From an optimization exercise on the open Yosys and OpenROAD flow, aimed at small area; shortcuts taken in it are not production practice. At most, simulation tests tie the RTL to the original design; equivalence was not proved. Power is estimated from default activity; no workload was simulated.

Setup of wip/yarrow:
// nidhogg
module nidhogg(
    input wire clk,
    input wire rst,
    input wire BTNL,
    input wire BTNR,
    input wire BTND,
    input wire BTNU,
    input wire BTNC,
    input wire sw,
    input wire PS2Data,
    input wire PS2Clk,
    output wire vs,
    output wire hs,
    output wire [3:0] r,
    output wire [3:0] g,
    output wire [3:0] b,
    output wire [11:0] rom_bg_addr,
    input  wire [11:0] rom_bg_data,
    output wire [11:0] rom_torch_up_addr,
    input  wire [11:0] rom_torch_up_data,
    output wire [11:0] rom_torch_down_addr,
    input  wire [11:0] rom_torch_down_data,
    output wire [11:0] rom_window_up_addr,
    input  wire [11:0] rom_window_up_data,
    output wire [11:0] rom_window_down_addr,
    input  wire [11:0] rom_window_down_data,
    output wire [11:0] rom_pl_head_addr,
    input  wire [11:0] rom_pl_head1_data,
    input  wire [11:0] rom_pl_head2_data,
    output wire [11:0] rom_pl_legs_addr,
    input  wire [11:0] rom_pl_legs1_data,
    input  wire [11:0] rom_pl_legs2_data,
    output wire [9:0]  rom_pl_sword_addr,
    input  wire [11:0] rom_pl_sword_data,
    output wire [11:0] rom_pr_head_addr,
    input  wire [11:0] rom_pr_head1_data,
    input  wire [11:0] rom_pr_head2_data,
    output wire [11:0] rom_pr_legs_addr,
    input  wire [11:0] rom_pr_legs1_data,
    input  wire [11:0] rom_pr_legs2_data,
    output wire [9:0]  rom_pr_sword_addr,
  ...
clock: 25.0 ns
lec_check: 0
cap_margin: 20
core_margin: 2
core_utilization: 65
slew_margin: 20
standard.sh (not shown) runs the stock make flow with config.mk's settings and CLKGATE_MAP_FILE= SYNTH_SCRIPT=/design/flow/synth_recipe.tcl, a recipe that flattens the netlist after the stock synthesis.
==> flow/flow/run.sh <==
#!/bin/bash
# Standard layout (bash standard.sh), with two changes:
#  - the port buffers are the smallest buffer (sky130_fd_sc_hd__buf_1) instead
#    of the one buffer_ports picks by default; every input and output port
#    still gets its own buffer;
#  - clock tree synthesis uses clkbuf_4 buffers, sink clusters of up to 10
#    flip-flops within 40 um, and no dummy loads.
export BUFFER_PORTS_ARGS="-buffer_cell sky130_fd_sc_hd__buf_1"
export CTS_ARGS="-sink_clustering_enable -repair_clock_nets -dont_use_dummy_load -buf_list sky130_fd_sc_hd__clkbuf_4 -sink_clustering_size 10 -sink_clustering_max_diameter 40"
bash standard.sh > standard.log 2>&1
wip/yarrow: PASS, flow complete, no timing, DRC or antenna violations
Input-level comparison between wip/sierra and wip/yarrow:
diff --git a/flow/design.v b/flow/design.v
--- a/flow/design.v
+++ b/flow/design.v
@@ -425,33 +425,35 @@
     wire [10:0] dxL;
     rsub #(11) u_dxL (.a(hc_), .b(xposL[10:0]), .d(dxL));
     wire [9:0] dyL;
     rsub #(10) u_dyL (.a(vc_), .b({1'b0, yposL}), .d(dyL));
     wire [10:0] dxsL;
     rsub #(11) u_dxsL (.a(hc_), .b(xswL[10:0]), .d(dxsL));
     wire nearL  = (!ge16(xposL, 16'd1056));
     wire nearsL = (!ge16(xswL, 16'd1056));
     reg cr_clamp, cr_lwrap, cr_fwrap;
     reg [11:0] addrL;
-    reg [9:0]  addrLs;
+    reg [4:0]  addrLs;               
+    reg        spL_d;
     always @(posedge clk) begin
         cr_clamp <= hd_cin;
         cr_lwrap <= hd_wrap && (vc_ != 10'd0);
         cr_fwrap <= hd_wrap && (vc_ == 10'd0);
         xL_at696_o <= (xposL == 12'd696);
         xL_gt536_o <= (ge16(xposL, 16'd537));
         addrL   <= {dyL[5:0], dxL[5:0]};
-        addrLs  <= {dyL[4:0] + (LP_sp_p ? 5'd8 : 5'd9), dxsL[4:0]};
+        addrLs  <= dxsL[4:0];
+        spL_d   <= LP_sp_p;
     end
     assign rom_pl_head_addr  = addrL;
     assign rom_pl_legs_addr  = addrL;
-    assign rom_pl_sword_addr = addrLs;
+    assign rom_pl_sword_addr = {addrL[10:6] + (spL_d ? 5'd8 : 5'd9), addrLs};
     wire inxL   = nearL && (ge16(dxL, 16'd2)) && (le16(dxL, 16'd65));
     wire inyL   = (le16(dyL, 16'd127));
     wire inHL   = inxL && inyL && !dyL[6];
     wire inLL   = inxL && inyL &&  dyL[6];
     wire inSL   = nearsL && (ge16(dxsL, 16'd2)) && (le16(dxsL, 16'd33))
                && (LP_sp_p ? ((ge16(dyL, 16'd24)) && (le16(dyL, 16'd55)))
                                      : ((ge16(dyL, 16'd55)) && (le16(dyL, 16'd86))));
     wire [11:0] headL = LP_sp_p   ? rom_pl_head2_data : rom_pl_head1_data;
     wire [11:0] legsL = LP_legs_p ? rom_pl_legs2_data : rom_pl_legs1_data;
     reg [11:0] rgb_d;
@@ -467,28 +469,30 @@
     rsub #(12) u_xswR (.a(xposR), .b({2'b0, RP_xs_p}), .d(xswR));
     wire [10:0] dxR;
     rsubc #(11) u_dxR (.a(hc_), .b(xposR[10:0]), .cin(hd_cin), .d(dxR));
     wire [9:0] dyR;
     rsub #(10) u_dyR (.a(vd_), .b({1'b0, yposR}), .d(dyR));
     wire [10:0] dxsR;
     rsubc #(11) u_dxsR (.a(hc_), .b(xswR[10:0]), .cin(hd_cin), .d(dxsR));
     wire nearR  = (!ge16(xposR, 16'd1056));
     wire nearsR = (!ge16(xswR, 16'd1056));
     reg [11:0] addrR;
-    reg [9:0]  addrRs;
+    reg [4:0]  addrRs;               
+    reg        spR_d;
     always @(posedge clk) begin
         addrR   <= {dyR[5:0], dxR[5] ^ hd_wrap, dxR[4:0]};
-        addrRs  <= {dyR[4:0] + (RP_sp_p ? 5'd8 : 5'd9), dxsR[4:0]};
+        addrRs  <= dxsR[4:0];
+        spR_d   <= RP_sp_p;
     end
     assign rom_pr_head_addr  = addrR;
     assign rom_pr_legs_addr  = addrR;
-    assign rom_pr_sword_addr = addrRs;
+    assign rom_pr_sword_addr = {addrR[10:6] + (spR_d ? 5'd8 : 5'd9), addrRs};
     wire inxR   = nearR && (ge16(dxR, 16'd2)) && (le16(dxR, 16'd65));
     wire inyR   = (le16(dyR, 16'd127));
     wire inHR   = inxR && inyR && !dyR[6];
     wire inLR   = inxR && inyR &&  dyR[6];
     wire inSR   = nearsR && (ge16(dxsR, 16'd2)) && (le16(dxsR, 16'd33))
                && (RP_sp_p ? ((ge16(dyR, 16'd24)) && (le16(dyR, 16'd55)))
                                      : ((ge16(dyR, 16'd55)) && (le16(dyR, 16'd86))));
     wire [11:0] headR = RP_sp_p   ? rom_pr_head2_data : rom_pr_head1_data;
     wire [11:0] legsR = RP_legs_p ? rom_pr_legs2_data : rom_pr_legs1_data;
     reg [11:0] rgb_e;
@@ -545,27 +549,27 @@
         addr_cR   <= {addrR[10:6] + 5'd19, ~addrR[4], addrR[3:0]};
         addr_cL   <= {acL_y, acL_x};
     end
     wire [13:0] addr_sign = {vf_ - 7'd28, hf_ - 7'd16};
     assign rom_sign_l_addr  = addr_sign;
     assign rom_sign_r_addr  = addr_sign;
     assign rom_crown_r_addr = addr_cR;
     assign rom_crown_l_addr = addr_cL;
     wire crL_x = (ge16(dxL, 16'd19)) && (le16(dxL, 16'd50)) && ((le16(xposL, 16'd1037)) || (ge16(xposL, 16'd4080)));
     wire crL_y = (!dyL[9] && (le16(dyL, 16'd12))) || (dyL[9] && (ge16(dyL, 16'd1005)));
-    wire sgn_y_e = (ge16(V, 16'd284)) && (le16(V, 16'd411));
-    reg in_cL, sgn_l, sgn_r;
+    reg in_cL;
     always @(posedge clk) begin
         in_cL <= crL_x && crL_y;
-        sgn_l <= sgn_y_e && (ge16(hc_, 16'd275)) && (le16(hc_, 16'd402));
-        sgn_r <= sgn_y_e && (ge16(hc_, 16'd403)) && (le16(hc_, 16'd530));
     end
+    wire sgn_y = (ge16(V, 16'd284)) && (le16(V, 16'd411));
+    wire sgn_l = sgn_y && (ge16(H, 16'd278)) && (le16(H, 16'd405));
+    wire sgn_r = sgn_y && (ge16(H, 16'd406)) && (le16(H, 16'd533));
     wire sgn   = sgn_l || sgn_r;
     wire [11:0] sgn_d = sgn_l ? rom_sign_l_data : rom_sign_r_data;
     wire condR = (board_out == 5'd1) && xR_lt200_o;
     wire condL = (board_out == 5'd9) && xL_gt536_o;
     reg winL_hold, winR_hold;
     assign winR = winR_hold || (vise && condR);
     assign winL = winL_hold || (vise && condL);
     always @(posedge clk)
         if (rst) begin
             winL_hold <= 0;
Findings:
The final layout from wip/sierra, which completed every stage, passed the timing, DRC and antenna checks at the end of the flow. Looking at wip/yarrow and wip/sierra, the synthesized area is a wash. Looking at share of total power in combinational logic, wip/sierra sits below wip/yarrow. Post-synth net total in wip/sierra is 72 higher than in wip/yarrow. Diff wip/yarrow -> wip/sierra: source-to-sink clock delay at the later pin of the worst-skew pair rose 0.04 ns, design area about even, number of cells on the worst reg-to-reg path fell 4, via count of the first global-routing pass rose 0.45%, arrival time of data at the critical path endpoint rose 5.32 ns. The area of the die was comparable across wip/yarrow and wip/sierra. Re routed wire length: wip/yarrow and wip/sierra aren't equal, and the higher value belongs to wip/yarrow. The run showing the greater maximum single-stage delay on the critical path is wip/yarrow.

---

Another version of the RTL of nidhogg (not shown whole).
clock: 25.0 ns
lec_check: 0
cap_margin: 20
core_margin: 2
core_utilization: 65
slew_margin: 20
Scripts as last shown in full above: flow/flow/run.sh
==> next run, changes <==
--- a/flow/design.v
+++ b/flow/design.v
@@ -127,37 +127,46 @@
     wire [6:0] hd_lo = hc0 ? (visd ? 7'd0 : 7'd31) : hc_m1;
     reg [11:0] rgb_b;
     always @(posedge clk)
         if (rst || !vis0)      rgb_b <= 12'h000;
         else if (ge16(V, 16'd551))  rgb_b <= 12'h300;
         else if (ge16(V, 16'd521))  rgb_b <= 12'h333;
         else                   rgb_b <= rom_bg_data;
     assign rom_bg_addr = {vb_[5:0], hb_[5:0]};
-    reg [4:0] board_out, board, board_d;
+    reg [4:0] board_out;
+    reg [4:0] counterR, counterL, counterR_nxt, counterL_nxt;
     reg pos_reset;
     reg [4:0]  xposL_o;               
     reg xL_at696_o, xL_gt536_o;       
     reg xR_at40_o, xR_lt200_o;        
-    wire scoreR = xR_at40_o && !pos_reset;
-    wire scoreL = xL_at696_o && !pos_reset;
-    wire [4:0] board_mv;
-    radd #(5) u_bmv (.a(board), .b({{4{scoreR}}, 1'b1}), .s(board_mv));
+    wire [4:0] board_5mR, board_nxt, counterR_inc, counterL_inc;
+    rsub #(5) u_b5mR (.a(5'd5), .b(counterR), .d(board_5mR));
+    radd #(5) u_bnxt (.a(board_5mR), .b(counterL), .s(board_nxt));
+    rinc #(5) u_cRi (.a(counterR), .s(counterR_inc));
+    rinc #(5) u_cLi (.a(counterL), .s(counterL_inc));
     always @(posedge clk) begin
-        board_d <= board;
-        board_out <= board_d;
+        board_out <= board_nxt;
+        counterR <= counterR_nxt;
+        counterL <= counterL_nxt;
     end
     always @(posedge clk)
         if (rst) begin
-            board <= 5'd5;
+            counterR_nxt <= 0;
+            counterL_nxt <= 0;
             pos_reset <= 0;
         end else begin
-            pos_reset <= scoreR || scoreL;
-            if (scoreR || scoreL)
-                board <= board_mv;
+            if (xR_at40_o && !pos_reset) begin
+                pos_reset <= 1;
+                counterR_nxt <= counterR_inc;
+            end else if (xL_at696_o && !pos_reset) begin
+                counterL_nxt <= counterL_inc;
+                pos_reset <= 1;
+            end else
+                pos_reset <= 0;
         end
     wire [5:0] torch_ay = vc_[5:0] - 6'd36;
     wire [5:0] torch_ax = hc_[5:0] - 6'd10;
     assign rom_torch_up_addr    = {torch_ay, torch_ax};
     assign rom_torch_down_addr  = {torch_ay, torch_ax};
     assign rom_window_up_addr   = {torch_ay, torch_ax};
     assign rom_window_down_addr = {torch_ay, torch_ax};
     wire bo1 = (board_out == 5'd1) || (board_out == 5'd9);
=>
- The new run finished with timing, DRC and antenna clean
- core utilization falls by 0.56 points
- setup slack is worse by 0.20 ns
- clock-buffer cell count rises by 4
- routed wire length rises by 3.4%
- design area rises by 1.0%
- non-clock buffer count falls by 6
Only the layout flow was run in the second run of this note; the RTL was not checked for function there.

static timing again, ports no longer ideal:
The flow's constraints put no driver on any port. The routed layouts listed below were extracted and timed again, unchanged, in two steps.
Step 1, drivers: a clkbuf_16 drives clk and a buf_2 each remaining input, both assumed.
Step 2 adds t to the input delays and takes it off the output delays; t is the mean of the earliest and latest rising clock arrival at the registers after step 1. Input paths then give back, and output paths get back, about the clock's delay inside the block.
Three values: ideal, step 1, step 2; two values: the first two.
| run | t (ns) | slack for setup (ns) | worst setup path after step 2 | cell pins on the clock port's net |
|---|---|---|---|---|
| wip/yarrow | 0.783 | 15.150 / 15.093 / 15.078 | input to register | 1 |
| wip/sierra | 0.788 | 15.454 / 15.452 / 15.250 | input to register | 1 |
| the first run of note 2 | 0.815 | 15.611 / 15.645 / 14.830 | input to register | 1 |
| the second run of note 2 | 0.854 | 15.415 / 15.359 / 15.081 | input to register | 1 |
After both steps setup and hold are still met in every run listed. The setup slack of the first run of note 2, which loses most, moves by +0.034 ns with the drivers and by -0.781 ns with both steps.
